This is an optimization exercise on Yosys and OpenROAD, whose aim is small area, not a production implementation. Only simulation tests tie the RTL to the original design; equivalence was not proved. Power and IR drop assume default switching activity.

==> design/flow/design.v <==
module fulladder(
input logic A,B, Cin,
output logic Cout, S
);
assign S = A ^ B ^ Cin;
assign Cout = (A & B) | (A & Cin) | (B & Cin);
endmodule 
module mux2_1 (
    input  logic sel,
    input  logic A, B,
    output logic Y
);
    logic nsel, w0, w1;
    not g0(nsel, sel);
    and g1(w0, A, nsel);
    and g2(w1, B, sel);
    or  g3(Y, w0, w1);
endmodule
module mux4_1 (
    input  logic [1:0] sel,
    input  logic D0, D1, D2, D3,
    output logic Y
);
    logic w0, w1;
    mux2_1 m0(.sel(sel[0]), .A(D0), .B(D1), .Y(w0));
    mux2_1 m1(.sel(sel[0]), .A(D2), .B(D3), .Y(w1));
    mux2_1 m2(.sel(sel[1]), .A(w0), .B(w1), .Y(Y));
endmodule
module mux4_1_4bits (
    input  logic [1:0] sel,
    input  logic [3:0] D0, D1, D2, D3,
    output logic [3:0] Y
);
    mux4_1 m0(.sel(sel), .D0(D0[0]), .D1(D1[0]), .D2(D2[0]), .D3(D3[0]), .Y(Y[0]));
    mux4_1 m1(.sel(sel), .D0(D0[1]), .D1(D1[1]), .D2(D2[1]), .D3(D3[1]), .Y(Y[1]));
    mux4_1 m2(.sel(sel), .D0(D0[2]), .D1(D1[2]), .D2(D2[2]), .D3(D3[2]), .Y(Y[2]));
    mux4_1 m3(.sel(sel), .D0(D0[3]), .D1(D1[3]), .D2(D2[3]), .D3(D3[3]), .Y(Y[3]));
endmodule
module and4bits (
    input  logic [3:0] A,
    input  logic [3:0] B,
    output logic [3:0] R,
    output logic Z, N, C, V
);
    and g0(R[0], A[0], B[0]);
    and g1(R[1], A[1], B[1]);
    and g2(R[2], A[2], B[2]);
    and g3(R[3], A[3], B[3]);
    logic or1, or2, or3;
    or o1(or1, R[0], R[1]);
    or o2(or2, R[2], R[3]);
    or o3(or3, or1, or2);
    not n1(Z, or3);
    assign N = R[3];
    assign C = 1'b0;
    assign V = 1'b0;
endmodule
module xor4bits (
    input  logic [3:0] A,
    input  logic [3:0] B,
    output logic [3:0] R,
    output logic Z, N, C, V
);
    xor g0(R[0], A[0], B[0]);
    xor g1(R[1], A[1], B[1]);
    xor g2(R[2], A[2], B[2]);
    xor g3(R[3], A[3], B[3]);
    logic or1, or2, or3;
    or o1(or1, R[0], R[1]);
    or o2(or2, R[2], R[3]);
    or o3(or3, or1, or2);
    not n1(Z, or3);
    assign N = R[3];
    assign C = 1'b0;
    assign V = 1'b0;
endmodule
module resta (
    input  logic [3:0] A, B,
    output logic [3:0] S,
    output logic Z, N, C, V
);
    logic [3:0] Bcomp;
    logic [3:0] Sout;
    logic Cout0, Cout1, Cout2, Cout3;
    assign Bcomp = ~B;
    fulladder fa0(
        .A(A[0]), .B(Bcomp[0]), .Cin(1'b1),
        .S(Sout[0]), .Cout(Cout0)
    );
    fulladder fa1(
        .A(A[1]), .B(Bcomp[1]), .Cin(Cout0),
        .S(Sout[1]), .Cout(Cout1)
    );
    fulladder fa2(
        .A(A[2]), .B(Bcomp[2]), .Cin(Cout1),
        .S(Sout[2]), .Cout(Cout2)
    );
    fulladder fa3(
        .A(A[3]), .B(Bcomp[3]), .Cin(Cout2),
        .S(Sout[3]), .Cout(Cout3)
    );
    assign S = Sout;
    assign C = ~Cout3;   
    assign N = S[3];    
    logic or1, or2, or3;
    or o1(or1, S[0], S[1]);
    or o2(or2, S[2], S[3]);
    or o3(or3, or1, or2);
    not zf(Z, or3);
    xor ovf(V, Cout2, Cout3);
endmodule
module multi (
    input  logic [3:0] a, b,
    output logic [3:0] Pcirc,
    output logic Z, N, C, V
);
    logic pp00, pp01, pp02, pp03;
    logic pp10, pp11, pp12, pp13;
    logic pp20, pp21, pp22, pp23;
    logic pp30, pp31, pp32, pp33;
    logic S2_1, S2_2, S3_1, S4_1, S4_2, S5_1, S5_2, S6_1;
    logic C1_1, C1_2, C2_1, C2_2, C3_1, C3_2, C4_1, C4_2, C5_1, C5_2, C6_1, C6_2, C7_1;
    logic [7:0] P;
    and and00(pp00, a[0], b[0]);
    and and01(pp01, a[1], b[0]);
    and and02(pp02, a[2], b[0]);
    and and03(pp03, a[3], b[0]);
    and and10(pp10, a[0], b[1]);
    and and11(pp11, a[1], b[1]);
    and and12(pp12, a[2], b[1]);
    and and13(pp13, a[3], b[1]);
    and and20(pp20, a[0], b[2]);
    and and21(pp21, a[1], b[2]);
    and and22(pp22, a[2], b[2]);
    and and23(pp23, a[3], b[2]);
    and and30(pp30, a[0], b[3]);
    and and31(pp31, a[1], b[3]);
    and and32(pp32, a[2], b[3]);
    and and33(pp33, a[3], b[3]);
    assign P[0] = pp00;
    fulladder fa1(.A(pp01), .B(pp10), .Cin(1'b0), .S(P[1]), .Cout(C1_1));
    fulladder fa2a(.A(pp02), .B(pp11), .Cin(1'b0), .S(S2_1), .Cout(C2_1));
    fulladder fa2b(.A(S2_1), .B(pp20), .Cin(C1_1), .S(P[2]), .Cout(C3_1));
    fulladder fa3a(.A(pp03), .B(pp12), .Cin(1'b0), .S(S3_1), .Cout(C4_1));
    fulladder fa3b(.A(S3_1), .B(pp21), .Cin(C2_1), .S(S4_1), .Cout(C5_1));
    fulladder fa3c(.A(S4_1), .B(pp30), .Cin(C3_1), .S(P[3]), .Cout(C6_1));
    fulladder fa4a(.A(pp13), .B(pp22), .Cin(1'b0), .S(S5_1), .Cout(C1_2));
    fulladder fa4b(.A(S5_1), .B(pp31), .Cin(C4_1), .S(S5_2), .Cout(C2_2));
    fulladder fa4c(.A(S5_2), .B(C5_1), .Cin(C6_1), .S(P[4]), .Cout(C3_2));
    fulladder fa5a(.A(pp23), .B(pp32), .Cin(1'b0), .S(S2_2), .Cout(C4_2));
    fulladder fa5b(.A(S2_2), .B(C1_2), .Cin(C3_2), .S(S6_1), .Cout(C5_2));
    fulladder fa5c(.A(S6_1), .B(C2_2), .Cin(C4_2), .S(P[5]), .Cout(C6_2));
    fulladder fa6a(.A(pp33), .B(C5_2), .Cin(C6_2), .S(P[6]), .Cout(C7_1));
    assign P[7] = C7_1;
    assign Pcirc = P[3:0];
    assign N = Pcirc[3];
    logic or1, or2, or3;
    or o1(or1, Pcirc[0], Pcirc[1]);
    or o2(or2, Pcirc[2], Pcirc[3]);
    or o3(or3, or1, or2);
    not nz(Z, or3);
    assign C = 1'b0;
    assign V = 1'b0;
endmodule
module alu_structural (
    input  logic [3:0] A,
    input  logic [3:0] B,
    input  logic [1:0] Op,
    output logic [3:0] R,
    output logic Z, N, C, V
);
    logic [3:0] R_and, R_xor, R_sub, R_mul;
    logic Z_and, N_and, C_and, V_and;
    logic Z_xor, N_xor, C_xor, V_xor;
    logic Z_sub, N_sub, C_sub, V_sub;
    logic Z_mul, N_mul, C_mul, V_mul;
    and4bits u_and(.A(A), .B(B), .R(R_and), .Z(Z_and), .N(N_and), .C(C_and), .V(V_and));
    xor4bits u_xor(.A(A), .B(B), .R(R_xor), .Z(Z_xor), .N(N_xor), .C(C_xor), .V(V_xor));
    resta u_sub(.A(A), .B(B), .S(R_sub), .Z(Z_sub), .N(N_sub), .C(C_sub), .V(V_sub));
    multi u_mul(.a(A), .b(B), .Pcirc(R_mul), .Z(Z_mul), .N(N_mul), .C(C_mul), .V(V_mul));
    mux4_1_4bits muxR(.sel(Op), .D0(R_and), .D1(R_xor), .D2(R_sub), .D3(R_mul), .Y(R));
    mux4_1 muxZ(.sel(Op), .D0(Z_and), .D1(Z_xor), .D2(Z_sub), .D3(Z_mul), .Y(Z));
    mux4_1 muxN(.sel(Op), .D0(N_and), .D1(N_xor), .D2(N_sub), .D3(N_mul), .Y(N));
    mux4_1 muxC(.sel(Op), .D0(C_and), .D1(C_xor), .D2(C_sub), .D3(C_mul), .Y(C));
    mux4_1 muxV(.sel(Op), .D0(V_and), .D1(V_xor), .D2(V_sub), .D3(V_mul), .Y(V));
endmodule
module deco_4_2bits(
    input logic A, B, C, D,
    output logic Y1, Y0
);
    or (Y1, C, D);
    or (Y0, B, D);
endmodule
module ButtonDebounce #(
    parameter N = 16   
)(
    input  logic clk,
    input  logic rst,          
    input  logic btn_in,       
    output logic btn_out       
);
    logic sync_0, sync_1;
    logic [N-1:0] cnt;
    logic filtered;
    always_ff @(posedge clk) begin
        sync_0 <= btn_in;
        sync_1 <= sync_0;
    end
    logic cnt_enable;
    logic [N-1:0] cnt_next;
    logic filtered_next;
    assign cnt_enable = (sync_1 != filtered);
    assign cnt_next = cnt_enable ? (cnt + 1) : {N{1'b0}};
    assign filtered_next = (cnt == {N{1'b1}}) ? sync_1 : filtered;
    always_ff @(posedge clk) begin
        cnt <= cnt_next;
        filtered <= filtered_next;
    end
    assign btn_out = filtered;
endmodule
module Register4Bits (
    input  logic clk,
    input  logic rst,         
    input  logic [3:0] d,     
    output logic [3:0] q      
);
    always_ff @(posedge clk ) begin
        q[0] <=  (~rst & d[0]);
        q[1] <= (~rst & d[1]);
        q[2] <= (~rst & d[2]);
        q[3] <= (~rst & d[3]);
    end
endmodule
module pwm_controller (
    input  logic clk,
    input  logic rst,             
    input  logic [3:0] hex_in,    
    output logic motor_pwm        
);
    reg [7:0] count;
    logic [7:0] motor_speed;
    assign motor_speed = (hex_in << 4) + hex_in;
    always_ff @(posedge clk) begin
        count <= ({8{~rst}} & (count + 8'h01));
    end
    assign motor_pwm = (count < motor_speed);
endmodule
module Spi_slave_module (
    input  logic clk,
    input  logic reset,
    input  logic sclk_in,
    input  logic mosi_in,
    input  logic ss_n_in,
    output logic [3:0] spi_data_out,
    output logic spi_data_valid_out,
    output logic miso_out
);
    localparam ACK_BYTE = 8'h10;
    logic sclk_sync1, sclk_sync2;
    logic ss_n_sync1, ss_n_sync2;
    logic mosi_sync1, mosi_sync2;
    wire sclk_rising_edge_event;
    wire ss_n_falling_edge_event;  
    wire ss_n_active;              
    logic [3:0] shift_reg_mosi;
    wire  [3:0] d_shift_reg_mosi;
    logic [1:0] bit_count_reg;       
    wire  [1:0] d_bit_count;
    logic [3:0] data_buffer_reg;
    wire  [3:0] d_data_buffer;
    logic data_valid_pulse_reg;      
    wire  d_data_valid_pulse;
    logic [7:0] shift_reg_miso;
    wire  [7:0] d_shift_reg_miso;
    logic has_loaded_mosi_data_this_frame_reg;
    wire  d_has_loaded_mosi_data_this_frame;
    assign sclk_rising_edge_event = ~reset & sclk_sync1 & ~sclk_sync2;
    assign ss_n_falling_edge_event = ~reset & ~ss_n_sync1 & ss_n_sync2;  
    assign ss_n_active = ~reset & ~ss_n_sync1;                          
    wire shift_enable;
    assign shift_enable = ss_n_active & sclk_rising_edge_event;
    wire clear_mosi_shift_reg_condition;  
    assign clear_mosi_shift_reg_condition = reset | ss_n_falling_edge_event;
    assign d_shift_reg_mosi[0] = ~clear_mosi_shift_reg_condition & ( (shift_enable & mosi_sync2)      | (~shift_enable & shift_reg_mosi[0]) );
    assign d_shift_reg_mosi[1] = ~clear_mosi_shift_reg_condition & ( (shift_enable & shift_reg_mosi[0]) | (~shift_enable & shift_reg_mosi[1]) );
    assign d_shift_reg_mosi[2] = ~clear_mosi_shift_reg_condition & ( (shift_enable & shift_reg_mosi[1]) | (~shift_enable & shift_reg_mosi[2]) );
    assign d_shift_reg_mosi[3] = ~clear_mosi_shift_reg_condition & ( (shift_enable & shift_reg_mosi[2]) | (~shift_enable & shift_reg_mosi[3]) );
    wire counter_is_3;  
    assign counter_is_3 = bit_count_reg[1] & bit_count_reg[0];
    wire reset_counter_condition;
    assign reset_counter_condition = reset | ss_n_falling_edge_event;
    wire increment_counter_condition;
    assign increment_counter_condition = shift_enable & ~counter_is_3;
    wire bit_count_incremented_val_0;
    wire bit_count_incremented_val_1;
    assign bit_count_incremented_val_0 = ~bit_count_reg[0];
    assign bit_count_incremented_val_1 = bit_count_reg[1] ^ bit_count_reg[0];
    assign d_bit_count[0] = ~reset_counter_condition & ( (increment_counter_condition & bit_count_incremented_val_0) | (~increment_counter_condition & bit_count_reg[0]) );
    assign d_bit_count[1] = ~reset_counter_condition & ( (increment_counter_condition & bit_count_incremented_val_1) | (~increment_counter_condition & bit_count_reg[1]) );
    wire attempt_to_load_condition;  
    assign attempt_to_load_condition = shift_enable & counter_is_3;
    wire actual_mosi_data_load_trigger;  
    assign actual_mosi_data_load_trigger = attempt_to_load_condition & ~has_loaded_mosi_data_this_frame_reg;
    wire reset_load_flag;
    assign reset_load_flag = reset | ss_n_falling_edge_event;
    assign d_has_loaded_mosi_data_this_frame = ~reset_load_flag & (  
                                                 (actual_mosi_data_load_trigger & 1'b1) |  
                                                 (~actual_mosi_data_load_trigger & has_loaded_mosi_data_this_frame_reg)  
                                               );
    assign d_data_buffer[0] = ~reset & ( (actual_mosi_data_load_trigger & d_shift_reg_mosi[0]) | (~actual_mosi_data_load_trigger & data_buffer_reg[0]) );
    assign d_data_buffer[1] = ~reset & ( (actual_mosi_data_load_trigger & d_shift_reg_mosi[1]) | (~actual_mosi_data_load_trigger & data_buffer_reg[1]) );
    assign d_data_buffer[2] = ~reset & ( (actual_mosi_data_load_trigger & d_shift_reg_mosi[2]) | (~actual_mosi_data_load_trigger & data_buffer_reg[2]) );
    assign d_data_buffer[3] = ~reset & ( (actual_mosi_data_load_trigger & d_shift_reg_mosi[3]) | (~actual_mosi_data_load_trigger & data_buffer_reg[3]) );
    assign d_data_valid_pulse = ~reset & actual_mosi_data_load_trigger;
    wire load_ack_condition;
    assign load_ack_condition = reset | ss_n_falling_edge_event;
    assign d_shift_reg_miso[7] = (load_ack_condition & ACK_BYTE[7]) | (~load_ack_condition & ((shift_enable & shift_reg_miso[6]) | (~shift_enable & shift_reg_miso[7])) );
    assign d_shift_reg_miso[6] = (load_ack_condition & ACK_BYTE[6]) | (~load_ack_condition & ((shift_enable & shift_reg_miso[5]) | (~shift_enable & shift_reg_miso[6])) );
    assign d_shift_reg_miso[5] = (load_ack_condition & ACK_BYTE[5]) | (~load_ack_condition & ((shift_enable & shift_reg_miso[4]) | (~shift_enable & shift_reg_miso[5])) );
    assign d_shift_reg_miso[4] = (load_ack_condition & ACK_BYTE[4]) | (~load_ack_condition & ((shift_enable & shift_reg_miso[3]) | (~shift_enable & shift_reg_miso[4])) );
    assign d_shift_reg_miso[3] = (load_ack_condition & ACK_BYTE[3]) | (~load_ack_condition & ((shift_enable & shift_reg_miso[2]) | (~shift_enable & shift_reg_miso[3])) );
    assign d_shift_reg_miso[2] = (load_ack_condition & ACK_BYTE[2]) | (~load_ack_condition & ((shift_enable & shift_reg_miso[1]) | (~shift_enable & shift_reg_miso[2])) );
    assign d_shift_reg_miso[1] = (load_ack_condition & ACK_BYTE[1]) | (~load_ack_condition & ((shift_enable & shift_reg_miso[0]) | (~shift_enable & shift_reg_miso[1])) );
    assign d_shift_reg_miso[0] = (load_ack_condition & ACK_BYTE[0]) | (~load_ack_condition & ((shift_enable & 1'b0)            | (~shift_enable & shift_reg_miso[0])) );
    assign spi_data_out       = data_buffer_reg;
    assign spi_data_valid_out = data_valid_pulse_reg;
    assign miso_out           = shift_reg_miso[7];
    always_ff @(posedge clk) begin
        sclk_sync1 <= sclk_in;
        sclk_sync2 <= sclk_sync1;
        ss_n_sync1 <= ss_n_in;
        ss_n_sync2 <= ss_n_sync1;
        mosi_sync1 <= mosi_in;
        mosi_sync2 <= mosi_sync1;
        shift_reg_mosi[0] <= d_shift_reg_mosi[0];
        shift_reg_mosi[1] <= d_shift_reg_mosi[1];
        shift_reg_mosi[2] <= d_shift_reg_mosi[2];
        shift_reg_mosi[3] <= d_shift_reg_mosi[3];
        bit_count_reg[0] <= d_bit_count[0];
        bit_count_reg[1] <= d_bit_count[1];
        has_loaded_mosi_data_this_frame_reg <= d_has_loaded_mosi_data_this_frame;  
        data_buffer_reg[0] <= d_data_buffer[0];
        data_buffer_reg[1] <= d_data_buffer[1];
        data_buffer_reg[2] <= d_data_buffer[2];
        data_buffer_reg[3] <= d_data_buffer[3];
        data_valid_pulse_reg <= d_data_valid_pulse;
        shift_reg_miso[0] <= d_shift_reg_miso[0];
        shift_reg_miso[1] <= d_shift_reg_miso[1];
        shift_reg_miso[2] <= d_shift_reg_miso[2];
        shift_reg_miso[3] <= d_shift_reg_miso[3];
        shift_reg_miso[4] <= d_shift_reg_miso[4];
        shift_reg_miso[5] <= d_shift_reg_miso[5];
        shift_reg_miso[6] <= d_shift_reg_miso[6];
        shift_reg_miso[7] <= d_shift_reg_miso[7];
    end
endmodule
module hex_to_7seg (
    input  logic [3:0] hex,       
    output logic [6:0] seg        
);
    logic s3, s2, s1, s0;
    always_comb begin
        s3 = hex[3];
        s2 = hex[2];
        s1 = hex[1];
        s0 = hex[0];
    end
    assign seg[0] = (~s3 & ~s2 & ~s1 & ~s0) |  
                    (~s3 & ~s2 &  s1 & ~s0) |  
                    (~s3 & ~s2 &  s1 &  s0) |  
                    (~s3 &  s2 & ~s1 &  s0) |  
                    (~s3 &  s2 &  s1 & ~s0) |  
                    (~s3 &  s2 &  s1 &  s0) |  
                    ( s3 & ~s2 & ~s1 & ~s0) |  
                    ( s3 & ~s2 & ~s1 &  s0) |  
                    ( s3 & ~s2 &  s1 & ~s0) |  
                    ( s3 &  s2 & ~s1 & ~s0) |  
                    ( s3 &  s2 &  s1 & ~s0) |  
                    ( s3 &  s2 &  s1 &  s0);   
    assign seg[1] = (~s3 & ~s2 & ~s1 & ~s0) |  
                    (~s3 & ~s2 & ~s1 &  s0) |  
                    (~s3 & ~s2 &  s1 & ~s0) |  
                    (~s3 & ~s2 &  s1 &  s0) |  
                    (~s3 &  s2 & ~s1 & ~s0) |  
                    (~s3 &  s2 &  s1 &  s0) |  
                    ( s3 & ~s2 & ~s1 & ~s0) |  
                    ( s3 & ~s2 & ~s1 &  s0) |  
                    ( s3 & ~s2 &  s1 & ~s0) |  
                    ( s3 &  s2 & ~s1 &  s0);   
    assign seg[2] = (~s3 & ~s2 & ~s1 & ~s0) |  
                    (~s3 & ~s2 & ~s1 &  s0) |  
                    (~s3 & ~s2 &  s1 &  s0) |  
                    (~s3 &  s2 & ~s1 & ~s0) |  
                    (~s3 &  s2 & ~s1 &  s0) |  
                    (~s3 &  s2 &  s1 & ~s0) |  
                    (~s3 &  s2 &  s1 &  s0) |  
                    ( s3 & ~s2 & ~s1 & ~s0) |  
                    ( s3 & ~s2 & ~s1 &  s0) |  
                    ( s3 & ~s2 &  s1 & ~s0) |  
                    ( s3 & ~s2 &  s1 &  s0) |  
                    ( s3 &  s2 & ~s1 &  s0);   
    assign seg[3] = (~s3 & ~s2 & ~s1 & ~s0) |  
                    (~s3 & ~s2 &  s1 & ~s0) |  
                    (~s3 & ~s2 &  s1 &  s0) |  
                    (~s3 &  s2 & ~s1 &  s0) |  
                    (~s3 &  s2 &  s1 & ~s0) |  
                    ( s3 & ~s2 & ~s1 & ~s0) |  
                    ( s3 & ~s2 &  s1 &  s0) |  
                    ( s3 &  s2 & ~s1 & ~s0) |  
                    ( s3 &  s2 & ~s1 &  s0) |  
                    ( s3 &  s2 &  s1 & ~s0);   
    assign seg[4] = (~s3 & ~s2 & ~s1 & ~s0) |  
                    (~s3 & ~s2 &  s1 & ~s0) |  
                    (~s3 &  s2 &  s1 & ~s0) |  
                    ( s3 & ~s2 & ~s1 & ~s0) |  
                    ( s3 & ~s2 &  s1 & ~s0) |  
                    ( s3 & ~s2 &  s1 &  s0) |  
                    ( s3 &  s2 & ~s1 & ~s0) |  
                    ( s3 &  s2 & ~s1 &  s0) |  
                    ( s3 &  s2 &  s1 & ~s0) |  
                    ( s3 &  s2 &  s1 &  s0);   
    assign seg[5] = (~s3 & ~s2 & ~s1 & ~s0) |  
                    (~s3 &  s2 & ~s1 & ~s0) |  
                    (~s3 &  s2 & ~s1 &  s0) |  
                    (~s3 &  s2 &  s1 & ~s0) |  
                    ( s3 & ~s2 & ~s1 & ~s0) |  
                    ( s3 & ~s2 & ~s1 &  s0) |  
                    ( s3 & ~s2 &  s1 & ~s0) |  
                    ( s3 & ~s2 &  s1 &  s0) |  
                    ( s3 &  s2 & ~s1 & ~s0) |  
                    ( s3 &  s2 &  s1 & ~s0) |  
                    ( s3 &  s2 &  s1 &  s0);   
    assign seg[6] = (~s3 & ~s2 &  s1 & ~s0) |  
                    (~s3 & ~s2 &  s1 &  s0) |  
                    (~s3 &  s2 & ~s1 & ~s0) |  
                    (~s3 &  s2 & ~s1 &  s0) |  
                    (~s3 &  s2 &  s1 & ~s0) |  
                    ( s3 & ~s2 & ~s1 & ~s0) |  
                    ( s3 & ~s2 & ~s1 &  s0) |  
                    ( s3 & ~s2 &  s1 & ~s0) |  
                    ( s3 & ~s2 &  s1 &  s0) |  
                    ( s3 &  s2 & ~s1 &  s0) |  
                    ( s3 &  s2 &  s1 & ~s0) |  
                    ( s3 &  s2 &  s1 &  s0);   
endmodule
module FpgaController (
    input  logic FPGA_clk,
    input  logic FPGA_reset,
    input  logic arduino_sclk,
    input  logic arduino_mosi,
    input  logic arduino_ss_n,
    input  logic btn0,
    input  logic btn1,
    input  logic btn2,
    input  logic btn3,
    input  logic Mult,
    input  logic Sub,
    input  logic And,
    input  logic Xor,
    output logic fpga_physical_miso,
    output logic [3:0] led_outputs,          
    output logic [6:0] seven_segment_pins,
    output logic [6:0] seven_segment_pins2,
    output logic motor_pwm
);
    logic [3:0] data_from_spi_to_fpga;
    logic       data_is_valid_from_spi;
    logic [6:0] segments_from_bcd_units;
    logic [6:0] segments_from_bcd_units_2;
    logic [1:0] dec_result;
    logic [3:0] dec_4bits;
    logic [1:0] alu_sel;
    logic [3:0] alu_result;
    logic       flag_Z, flag_N, flag_C, flag_V;
    logic [3:0] reg_out;
    logic btn0_clean, btn1_clean, btn2_clean, btn3_clean;
    logic Mult_clean, Sub_clean, And_clean, Xor_clean;
    ButtonDebounce #(.N(16)) db_btn0 (
        .clk(FPGA_clk), .rst(FPGA_reset), .btn_in(btn0), .btn_out(btn0_clean)
    );
    ButtonDebounce #(.N(16)) db_btn1 (
        .clk(FPGA_clk), .rst(FPGA_reset), .btn_in(btn1), .btn_out(btn1_clean)
    );
    ButtonDebounce #(.N(16)) db_btn2 (
        .clk(FPGA_clk), .rst(FPGA_reset), .btn_in(btn2), .btn_out(btn2_clean)
    );
    ButtonDebounce #(.N(16)) db_btn3 (
        .clk(FPGA_clk), .rst(FPGA_reset), .btn_in(btn3), .btn_out(btn3_clean)
    );
    ButtonDebounce #(.N(16)) db_Mult (
        .clk(FPGA_clk), .rst(FPGA_reset), .btn_in(Mult), .btn_out(Mult_clean)
    );
    ButtonDebounce #(.N(16)) db_Sub (
        .clk(FPGA_clk), .rst(FPGA_reset), .btn_in(Sub), .btn_out(Sub_clean)
    );
    ButtonDebounce #(.N(16)) db_And (
        .clk(FPGA_clk), .rst(FPGA_reset), .btn_in(And), .btn_out(And_clean)
    );
    ButtonDebounce #(.N(16)) db_Xor (
        .clk(FPGA_clk), .rst(FPGA_reset), .btn_in(Xor), .btn_out(Xor_clean)
    );
    deco_4_2bits decoder_inst (
        .A(~btn0_clean),
        .B(~btn1_clean),
        .C(~btn2_clean),
        .D(~btn3_clean),
        .Y1(dec_result[1]),
        .Y0(dec_result[0])
    );
    assign dec_4bits = {2'b00, dec_result};
    deco_4_2bits alu_controller (
        .A(Mult_clean),
        .B(Sub_clean),
        .C(And_clean),
        .D(Xor_clean),
        .Y1(alu_sel[1]),
        .Y0(alu_sel[0])
    );
    alu_structural alu_inst (
        .A(data_from_spi_to_fpga),
        .B(dec_4bits),
        .Op(alu_sel),
        .R(alu_result),
        .Z(flag_Z),
        .N(flag_N),
        .C(flag_C),
        .V(flag_V)
    );
    Register4Bits reg_inst (
        .clk(FPGA_clk),
        .rst(FPGA_reset),
        .d(alu_result),
        .q(reg_out)
    );
    assign led_outputs = { flag_Z, flag_C, flag_V, flag_N };
    pwm_controller pwm_inst (
        .clk(FPGA_clk),
        .rst(FPGA_reset),
        .hex_in(reg_out),
        .motor_pwm(motor_pwm)
    );
    Spi_slave_module spi_inst (
        .clk(FPGA_clk),
        .reset(FPGA_reset),
        .sclk_in(arduino_sclk),
        .mosi_in(arduino_mosi),
        .ss_n_in(arduino_ss_n),
        .spi_data_out(data_from_spi_to_fpga),
        .spi_data_valid_out(data_is_valid_from_spi),
        .miso_out(fpga_physical_miso)
    );
    hex_to_7seg hex7seg_inst (
        .hex(data_from_spi_to_fpga),
        .seg(segments_from_bcd_units)
    );
    hex_to_7seg hex7seg_reg_inst (
        .hex(reg_out),
        .seg(segments_from_bcd_units_2)
    );
    assign seven_segment_pins  = ~segments_from_bcd_units;
    assign seven_segment_pins2 = ~segments_from_bcd_units_2;
endmodule
==> design/flow/run.sh <==
#!/bin/bash
# synth_recipe.tcl (not shown) runs the flow's synth.tcl, then flattens the netlist and writes it again
# the make line also repeats each setting of config.mk as NAME=value (left out here)
make -C /OpenROAD-flow-scripts/flow DESIGN_CONFIG=/design/flow/config.mk WORK_HOME=/design/flow/orfs CLKGATE_MAP_FILE= SYNTH_SCRIPT=/design/flow/synth_recipe.tcl finish
==> design/flow/config.mk <==
export PLATFORM = sky130hd
export DESIGN_NAME = FpgaController
export DESIGN_NICKNAME = FpgaController
export VERILOG_FILES = /design/flow/design.v
export SDC_FILE = /design/flow/constraint.sdc
export NUM_CORES = 4
export LEC_CHECK = 0
export CAP_MARGIN = 20
export CORE_MARGIN = 2
export CORE_UTILIZATION = 40
export SLEW_MARGIN = 20
==> design/flow/constraint.sdc <==
create_clock -name core_clock -period 6.0 [get_ports {FPGA_clk}]
set_input_delay 1.2000 -clock core_clock [delete_from_list [all_inputs] [get_ports {FPGA_clk}]]
set_output_delay 1.2000 -clock core_clock [all_outputs]
set_load 0.01 [all_outputs]
==> flow_summary_export.csv <==
group,metric,value,unit
cts,path_clk_slew,0.06,ns
synthesis,synth.net_count,771,
critical_path,worstSetupEndpointType,"output port",
die,die_area,17300,sq um
cts,clockBufferDepth,2,
layout,fin_nets,796,
synthesis,synth_cells,733,
layout,multi_input_comb_area,3290,sq um
critical_path,cpMaxStageDelayCell,"clkdlybuf4s50_1",
timing,min_period,4.54,ns
worst_hold_path,hold_path.class,"register to register",
critical_path,worstReg2RegStart,"spi_inst.data_buffer_reg[2]",
synthesis,synth-edff-count,6,
route,via_per_inst,5.05,
die,fp.dieW,132,um
synthesis,synth_cell_types,51,
global_route,grt_overflow_total,0,
die,die_h,132,um
cts,post_cts_buffers,0,
route,post_drt_wl_per_cell,12.5,um
cts,clk-insertion-delay-late,0.41,ns
critical_path,path_class,"register to output port",
cts,cts_resized,0,
global_route,grt_pass1_vias,4752,
timing,maxSlewViolCount,0,
route,post-route-drc-count,0,
critical_path,cp-start-kind,"register",
synthesis,yosysTopAreaCell,"dfxtp_1",
critical_path,regToRegEndpoint,"reg_inst.q[3]",
critical_path,rrSetupSlack,3.43,ns
timing,post-route-period-util,75.7,%
placement,place_congestion,0.838,
power,power_per_cell_area,280,nW/um^2
global_route,grt_max_degree,21,
global_route,antenna_found_initial,0,
worst_hold_path,hp-start,"spi_inst.mosi_sync1",
layout,stdcell_count,987,
timing,skew,0.00491,ns
placement,dp_cells,955,
cts,cts_tree,"built",
synthesis,ys_async_sr_fraction,0,%
synthesis,yosys_warnings,5,
placement,io_buffer_count,30,
synthesis,ys_ff_latch,150,
timing,fmax,220,MHz
status,status,"no timing/DRC/antenna violations",
timing,worst_pin_slew,0.740,ns
cts,htree_levels,4,
layout,n_antenna_cell,0,
timing,setup_viol,0,
timing,rsz0062_at_grt,"false",
power,power.leakage,2.64,nW
timing,hold_viol,0,
route,dr.pass1.iters,5,
global_route,grtUsageTotal,14.6,%
cts,cts_hold_buf,0,
cts,numCtsBuffers,17,
synthesis,synthTopCellsByCount,"dfxtp_1 (144), nor2_1 (100), nand2_1 (66)",
critical_path,worstRegToRegCells,8,
die,rows,46,
worst_hold_path,whs_path_depth,0,
die,coreArea,15900,sq um
layout,fill_cells,1497,
placement,dp_hpwl,8850,um
critical_path,required,4.80,ns
layout,drive_above_1_share,5.58,%
synthesis,yosys-top-cells-area,"dfxtp_1 (44%), xnor2_1 (8.1%), nor2_1 (5.8%), ha_1 (4.6%), nand2_1 (3.8%)",
synthesis,synth_top_area_share,44.3,%
critical_path,arrival,3.34,ns
timing,max_slew_margin,50.4,%
synthesis,synth-main-ff-cell,"dfxtp_1",
synthesis,avgSynthCellArea,8.88,sq um
global_route,grt_pass1_wl,21100,um
power,peakVddDrop,0.193,mV
run,maxCapViolations,0,
route,ant_nets,0,
layout,syn_to_final_growth,16.8,%
route,vias,4989,
route,routed_wl,12300,um
route,drt_iter0_drc,239,
critical_path,path_cells,"inv_1 > a21oi_1 > ha_1 > ha_1 > xor2_1 > xnor3_1 > o22ai_1 > clkdlybuf4s50_1",
layout,ff_latch_area,3060,sq um
die,ioPinCount,33,
die,start_util,41.0,%
synthesis,synth.most_common_cell,"dfxtp_1",
critical_path,path_common_cell,"ha_1",
critical_path,cp_max_fo,15,
critical_path,critical_path.max_stage_delay,0.61,ns
timing,worst_hold_slack,0.327,ns
timing,fin_setup_tns,0,ns
cts,clkSinkCount,150,
cts,clockRootBuffer,"clkbuf_16",
synthesis,seq_area_frac_synth,47.0,%
worst_hold_path,worstHoldEndpoint,"spi_inst.mosi_sync2",
synthesis,netlist_area,6510,sq um
## metal layers
layer | global-route usage [%] | share of wire, % | up-vias
met4 | 6.10 | 2.1 | 0
met5 | 0 | 0 | -
li1 | - | - | 2584
met1 | 17.1 | 45 | 2329
met2 | 25.2 | 50 | 59
met3 | 4.09 | 2.5 | 17
## worst max-delay path: cells and delay by family, from the launching register on
kind	cells	cell delay [ns]
buffers and inverters	2	0.81
flip-flops	1	0.60
XOR/XNOR	2	0.58
AO/OA/AOI/OAI	2	0.48
adder cells (fa/ha/maj)	2	0.45
## layout make-up
type	count	share of cell area, %
multi-input combinational	534	43.2
clock buffer	21	6.05
clock inverter	11	1.60
tap	216	3.55
timing repair buffer	32	4.15
sequential	150	40.3
inverter	23	1.14
## metrics by stage
stage               instance area (sq um)  power (W)  util (%)  setup WS [ns]
floorplan                            6510    0.00109         -           2.58
global placement                     6980    0.00111      43.9           1.98
CTS                                  7600    0.00216      47.8           1.45
finish                               7600    0.00213      47.9           1.46
detailed placement                   7020    0.00112      44.2           1.91
global route                         7600    0.00222      47.9           1.31
## placed cells by master, fill, tap and decap left out, drive strengths merged, types with 3 or more instances in the layout
master and instances:
o22ai 5, clkbuf 21, edfxtp 6, ha 24, clkdlybuf4s50 30, nor4 17
nor4b 3, and4 5, a21oi 43, or3 13, xor2 26, dfxtp 144
nor2b 8, inv 26, nand2b 4, o21ai 26, xnor2 60, o2bb2ai 3
and3 15, a211oi 3, nand2 66, nand3 39, nor2 100, nor3 22
clkinv 5, nand4 20
## worst max path at each step
stage,start,endpoint,slack (ns)
2_1_floorplan,spi_inst.data_buffer_reg[0],led_outputs[3],2.58
3_3_place_gp,spi_inst.data_buffer_reg[2],led_outputs[0],1.98
3_5_place_dp,db_btn3.filtered,led_outputs[0],1.91
4_1_cts,db_btn3.filtered,led_outputs[0],1.45
5_1_grt,spi_inst.data_buffer_reg[2],led_outputs[0],1.31
6_report,spi_inst.data_buffer_reg[2],led_outputs[0],1.46
## where the power goes
part | internal (W) | leakage (nW) | total (W) | switching [W]
combinational | 0.0000270 | 1.13 | 0.0000561 | 0.0000290
sequential | 0.00102 | 1.23 | 0.00104 | 0.0000164
clock | 0.000634 | 0.288 | 0.00103 | 0.000398
total | 0.00168 | 2.64 | 0.00213 | 0.000444
## cell families after synthesis
kind of cell | count (synthesis) | share of synthesized area [%]
compound gates | 100 | 9.03
xor+xnor | 87 | 11.9
fa+ha+maj | 25 | 4.92
buf+inv | 49 | 3.05
flops | 150 | 47.0
simple gates | 322 | 24.1

## static timing again, ports no longer ideal
The flow's constraints put no driver on any port. The routed layout listed below was extracted and timed again, unchanged, in two steps.
Step 1: set_driving_cell puts a clkbuf_16 on FPGA_clk and a buf_2 on each other input, an assumption about the parent block.
Step 2 times the ports against the registers' clock, not the clock port: input delays grow and output delays shrink by t, the midpoint of the rising clock arrivals with the driver on.
a / b / c = no drivers / after step 1 / after step 2; a / b = the first two.
t, ns: 0.453
setup WS [ns]: 1.457 / 1.417 / 1.870
worst data-port slew with drivers (ns): 0.04
cell pins on the clock port's net: 1
After both steps this run still meets setup and hold. For this run, drivers alone change the setup slack by -0.040 ns; drivers and shift together by +0.413 ns.
